Background: an optimization exercise with open tools, aiming at small area. Do not read the settings as production practice. Only simulation tests tie the RTL to the original design; equivalence was not proved. The clock port is modelled as an ideal driver, which makes a skipped or thinned clock tree look cheaper than it is; a real chip needs a root buffer or a tree. No activity file was given, so power comes from the tool's default toggle rates.

## top
module top #(
    parameter PWM_INTERVAL = 1200        
)(
    input logic clk,
    input logic rst,
    output logic RGB_R,
    output logic RGB_G,
    output logic RGB_B
);
export LEC_CHECK = 0
export CAP_MARGIN = 20
export CORE_AREA = 2 2 68 68
export DIE_AREA = 0 0 70 70
export PLACE_DENSITY = 0.85
export SLEW_MARGIN = 20
create_clock -name core_clock -period 10.0 [get_ports {clk}]
standard.sh (not shown) runs the stock make flow with config.mk's settings and CLKGATE_MAP_FILE= SYNTH_SCRIPT=/design/flow/synth_recipe.tcl, a recipe that flattens the netlist after the stock synthesis.
==> flow/flow/run.sh <==
#!/bin/bash
# Standard ORFS flow with these changes:
#  - synthesis: no adder-cell extraction, and ABC run with several
#    area-oriented scripts (flow/abc_*.abc); the smallest netlist is kept
#  - buf_1 port buffers
#  - a one-level clock tree built by flow/cts_pre.tcl in place of TritonCTS
set -uo pipefail
HERE=$PWD
export CLK_BUF=${CLK_BUF:-sky130_fd_sc_hd__buf_8}
export CLK_NBUF=${CLK_NBUF:-1}
best=""; best_area=""
for s in $HERE/flow/abc_*.abc; do
  n=$(basename $s .abc)
  MY_ABC_SCRIPT=$s make -C $FLOW_HOME DESIGN_CONFIG=$HERE/config.mk \
    WORK_HOME=$HERE/try/$n CLKGATE_MAP_FILE= SYNTH_SCRIPT=$HERE/flow/synth.tcl \
    ADDER_MAP_FILE= synth > $HERE/try_$n.log 2>&1
  a=$(grep "Chip area for module" $HERE/try/$n/reports/*/*/*/synth_stat.txt | awk '{print $NF}')
  echo "$n $a" >> $HERE/abc_choice.log
  if [[ -n "$a" ]] && { [[ -z "$best" ]] || awk "BEGIN{exit !($a < $best_area)}"; }; then
    best=$s; best_area=$a
  fi
done
echo "chosen $best $best_area" >> $HERE/abc_choice.log
rm -rf $HERE/try
export MY_ABC_SCRIPT=$best
bash standard.sh finish \
  SYNTH_SCRIPT=$HERE/flow/synth.tcl \
  ADDER_MAP_FILE= \
  BUFFER_PORTS_ARGS="-buffer_cell sky130_fd_sc_hd__buf_1" \
  PRE_CTS_TCL=$HERE/flow/cts_pre.tcl \
  > $HERE/flow_make.log 2>&1
==> flow/flow/abc_a1.abc <==
strash
dch
map -a
topo
==> flow/flow/abc_a4.abc <==
strash
dch
amap
topo
==> flow/flow/abc_a7.abc <==
strash
&get -n
&st
&syn2
&dch
&nf -a -R 1000
&put
==> flow/flow/abc_b2.abc <==
strash
&get -n
&st
&dch -f
&nf -a -R 1000
&put
==> flow/flow/abc_b4.abc <==
strash
balance
rewrite
refactor
balance
rewrite -z
rewrite -z
balance
dch -f
amap
topo
==> flow/flow/abc_b5.abc <==
strash
&get -n
&st
&syn2
&synch2
&dch
&nf -a -R 1000
&put
==> flow/flow/cts_pre.tcl <==
# Replaces TritonCTS with a one-level clock tree: the clock port drives
# CLK_NBUF buffers of type CLK_BUF, each next to the registers it drives
# (registers split into groups by position). The rest of ORFS's cts.tcl
# (legalisation, timing repair) runs as usual.
set clk_buf $::env(CLK_BUF)
set nbuf $::env(CLK_NBUF)
set block [ord::get_db_block]
set clk_net [$block findNet clk]
set sinks {}
foreach it [$clk_net getITerms] {
  set inst [$it getInst]
  set bbox [$inst getBBox]
  set x [expr {([$bbox xMin] + [$bbox xMax]) / 2}]
  set y [expr {([$bbox yMin] + [$bbox yMax]) / 2}]
  lappend sinks [list $x $y "[$inst getName]/[[$it getMTerm] getName]"]
}
set n [llength $sinks]
puts "manual clock tree: $n sinks, $nbuf x $clk_buf"
# split into groups: sort by x, then by y inside each group
set sinks [lsort -integer -index 0 $sinks]
set per [expr {int(ceil(double($n) / $nbuf))}]
set dbu [$block getDbUnitsPerMicron]
for {set g 0} {$g < $nbuf} {incr g} {
  set grp [lrange $sinks [expr {$g * $per}] [expr {($g + 1) * $per - 1}]]
  if {[llength $grp] == 0} { continue }
  set sx 0; set sy 0; set pins {}
  foreach s $grp {
    set sx [expr {$sx + [lindex $s 0]}]
    set sy [expr {$sy + [lindex $s 1]}]
    lappend pins [get_pins [lindex $s 2]]
  }
  set cx [expr {double($sx) / [llength $grp] / $dbu}]
  set cy [expr {double($sy) / [llength $grp] / $dbu}]
  insert_buffer -buffer_cell $clk_buf -net clk -load_pins $pins \
    -location [list $cx $cy] -buffer_name clkbuf_$g -net_name clknet_$g
}
foreach net [$block getNets] {
  if {[string match clknet_* [$net getName]]} { $net setSigType CLOCK }
}
$clk_net setSigType CLOCK
proc clock_tree_synthesis {args} { puts "clock_tree_synthesis skipped: manual clock tree" }
set_propagated_clock [all_clocks]
==> flow/flow/synth.tcl <==
# synth_recipe.tcl with ABC's script swapped for an area-oriented one
proc synth {args} { yosys synth -nofsm -noshare {*}$args }
proc abc {args} {
  set i [lsearch -exact $args -script]
  if { $i >= 0 } {
    set args [lreplace $args [expr {$i+1}] [expr {$i+1}] $::env(MY_ABC_SCRIPT)]
  }
  yosys abc {*}$args
}
source $::env(SCRIPTS_DIR)/synth.tcl
# left out here: clear keep_hierarchy, flatten, clean up, hide names made inside functions, write 1_2_yosys.v
The first run finished with timing, DRC and antenna clean.
Rerun with:
==> flow/flow/run.sh (replaced) <==
#!/bin/bash
# Standard ORFS flow with: area-oriented ABC script and no adder-cell
# extraction in synthesis, buf_1 port buffers, and a one-level clock tree
# built by flow/cts_pre.tcl in place of TritonCTS.
set -uo pipefail
HERE=$PWD
export MY_ABC_SCRIPT=$HERE/flow/area.abc
export CLK_BUF=${CLK_BUF:-sky130_fd_sc_hd__clkbuf_4}
export CLK_NBUF=${CLK_NBUF:-3}
bash standard.sh finish \
  SYNTH_SCRIPT=$HERE/flow/synth.tcl \
  ADDER_MAP_FILE= \
  BUFFER_PORTS_ARGS="-buffer_cell sky130_fd_sc_hd__buf_1" \
  PRE_CTS_TCL=$HERE/flow/cts_pre.tcl \
  > $HERE/flow_make.log 2>&1
==> flow/flow/area.abc (new file) <==
strash
&get -n
&st
&syn2
&dch
&nf -a -R 1000
&put
removed: flow/flow/abc_a1.abc
removed: flow/flow/abc_a4.abc
removed: flow/flow/abc_a7.abc
removed: flow/flow/abc_b2.abc
removed: flow/flow/abc_b4.abc
removed: flow/flow/abc_b5.abc
Wire length is higher by a few percent.
Worst hold slack gets worse by 7.1 ps.
Design area is higher slightly.
Combinational power barely changes.
Synthesized cell count is unchanged.
Utilization is higher by 0.18 points.
Power is higher by a few percent.
Sequential share of layout area is lower by 0.26 points.
Setup slack is about the same.
Cell count is higher slightly.
Clock power is higher by about a fifth.
Rerun with:
==> flow/flow/run.sh (replaced) <==
#!/bin/bash
# Standard ORFS flow with: area-oriented ABC script and no adder-cell
# extraction in synthesis, buf_1 port buffers, a small clock tree.
set -uo pipefail
HERE=$PWD
export MY_ABC_SCRIPT=$HERE/flow/area.abc
bash standard.sh finish \
  SYNTH_SCRIPT=$HERE/flow/synth.tcl \
  ADDER_MAP_FILE= \
  BUFFER_PORTS_ARGS="-buffer_cell sky130_fd_sc_hd__buf_1" \
  CTS_ARGS="-sink_clustering_enable -sink_clustering_size 32 -sink_clustering_max_diameter 300 -repair_clock_nets -buf_list sky130_fd_sc_hd__clkbuf_8 -root_buf sky130_fd_sc_hd__clkbuf_8 -dont_use_dummy_load" \
  > $HERE/flow_make.log 2>&1
- CORE_AREA: 2 2 68 68 -> not set
- CORE_MARGIN: not set -> 2
- CORE_UTILIZATION: not set -> 40
- DIE_AREA: 0 0 70 70 -> not set
- PLACE_DENSITY: 0.85 -> not set
removed: flow/flow/cts_pre.tcl
The new run finished with timing, DRC and antenna clean.
Setup slack gains 12 ps.
Clock skew stays flat.
Routed wire length barely changes.
Die area goes down by about 37%.
Final area shrinks by 0.75%.
Rerun with:
==> flow/flow/run.sh (replaced) <==
#!/bin/bash
# Standard ORFS flow with: area-oriented ABC script and no adder-cell
# extraction in synthesis, buf_1 port buffers, and a one-level clock tree
# built by flow/cts_pre.tcl in place of TritonCTS.
set -uo pipefail
HERE=$PWD
export MY_ABC_SCRIPT=$HERE/flow/area.abc
export CLK_BUF=${CLK_BUF:-sky130_fd_sc_hd__clkbuf_16}
export CLK_NBUF=${CLK_NBUF:-1}
bash standard.sh finish \
  SYNTH_SCRIPT=$HERE/flow/synth.tcl \
  ADDER_MAP_FILE= \
  BUFFER_PORTS_ARGS="-buffer_cell sky130_fd_sc_hd__buf_1" \
  PRE_CTS_TCL=$HERE/flow/cts_pre.tcl \
  > $HERE/flow_make.log 2>&1
==> flow/flow/cts_pre.tcl (new file) <==
# Replaces TritonCTS with a one-level clock tree: the clock port drives
# CLK_NBUF buffers of type CLK_BUF, each next to the registers it drives
# (registers split into groups by position). The rest of ORFS's cts.tcl
# (legalisation, timing repair) runs as usual.
set clk_buf $::env(CLK_BUF)
set nbuf $::env(CLK_NBUF)
set block [ord::get_db_block]
set clk_net [$block findNet clk]
set sinks {}
foreach it [$clk_net getITerms] {
  set inst [$it getInst]
  set bbox [$inst getBBox]
  set x [expr {([$bbox xMin] + [$bbox xMax]) / 2}]
  set y [expr {([$bbox yMin] + [$bbox yMax]) / 2}]
  lappend sinks [list $x $y "[$inst getName]/[[$it getMTerm] getName]"]
}
set n [llength $sinks]
puts "manual clock tree: $n sinks, $nbuf x $clk_buf"
# split into groups: sort by x, then by y inside each group
set sinks [lsort -integer -index 0 $sinks]
set per [expr {int(ceil(double($n) / $nbuf))}]
set dbu [$block getDbUnitsPerMicron]
for {set g 0} {$g < $nbuf} {incr g} {
  set grp [lrange $sinks [expr {$g * $per}] [expr {($g + 1) * $per - 1}]]
  if {[llength $grp] == 0} { continue }
  set sx 0; set sy 0; set pins {}
  foreach s $grp {
    set sx [expr {$sx + [lindex $s 0]}]
    set sy [expr {$sy + [lindex $s 1]}]
    lappend pins [get_pins [lindex $s 2]]
  }
  set cx [expr {double($sx) / [llength $grp] / $dbu}]
  set cy [expr {double($sy) / [llength $grp] / $dbu}]
  insert_buffer -buffer_cell $clk_buf -net clk -load_pins $pins \
    -location [list $cx $cy] -buffer_name clkbuf_$g -net_name clknet_$g
}
foreach net [$block getNets] {
  if {[string match clknet_* [$net getName]]} { $net setSigType CLOCK }
}
$clk_net setSigType CLOCK
proc clock_tree_synthesis {args} { puts "clock_tree_synthesis skipped: manual clock tree" }
set_propagated_clock [all_clocks]
- CORE_AREA: not set -> 2 2 68 68
- CORE_MARGIN: 2 -> not set
- CORE_UTILIZATION: 40 -> not set
- DIE_AREA: not set -> 0 0 70 70
Effect:
- The new run finished with timing, DRC and antenna clean
- final cell count came out higher by 12%
- power drops by 6.7%
- clock power came out lower by 22%
- synthesized cell count does not change
- first-iteration DRC count is lower by 15%
- final area is higher by 0.97%
- wire length came out lower by 5.0%
- die area is higher by 58%
- worst setup slack improves by 56 ps
- utilization decreases by 19 points
In the first, second and fourth runs of this note the design's own scripts or RTL, not TritonCTS, make the clock network.

port drivers added, routing unchanged:
The flow's constraints put no driver on any port. The routed layouts listed below were extracted and timed again, unchanged, in two steps.
Step 1: set_driving_cell puts a clkbuf_16 on clk and a buf_2 on each other input, an assumption about the parent block.
Step 2 also shifts input and output timing later by t, the mid clock arrival at the registers, as if the neighbouring blocks saw the same clock.
a / b / c = ideal ports / drivers / drivers and shift; a / b = the first two.
run | t, ns | setup slack, ns | hold WS [ns] | slew at the worst register clock pin (ns) | cell pins on the clock port's net
the first run | 0.167 | 5.031 / 5.004 / 5.171 | 0.497 / 0.497 / 0.497 | 0.12 / 0.12 | 1
the second run | 0.184 | 5.033 / 5.000 / 5.184 | 0.490 / 0.490 / 0.490 | 0.09 / 0.09 | 3
the third run | 0.283 | 5.045 / 5.021 / 5.305 | 0.491 / 0.491 / 0.491 | 0.08 / 0.08 | 1
the fourth run | 0.182 | 5.102 / 5.075 / 5.258 | 0.493 / 0.493 / 0.493 | 0.10 / 0.10 | 1
After both steps every run listed still meets setup and hold.
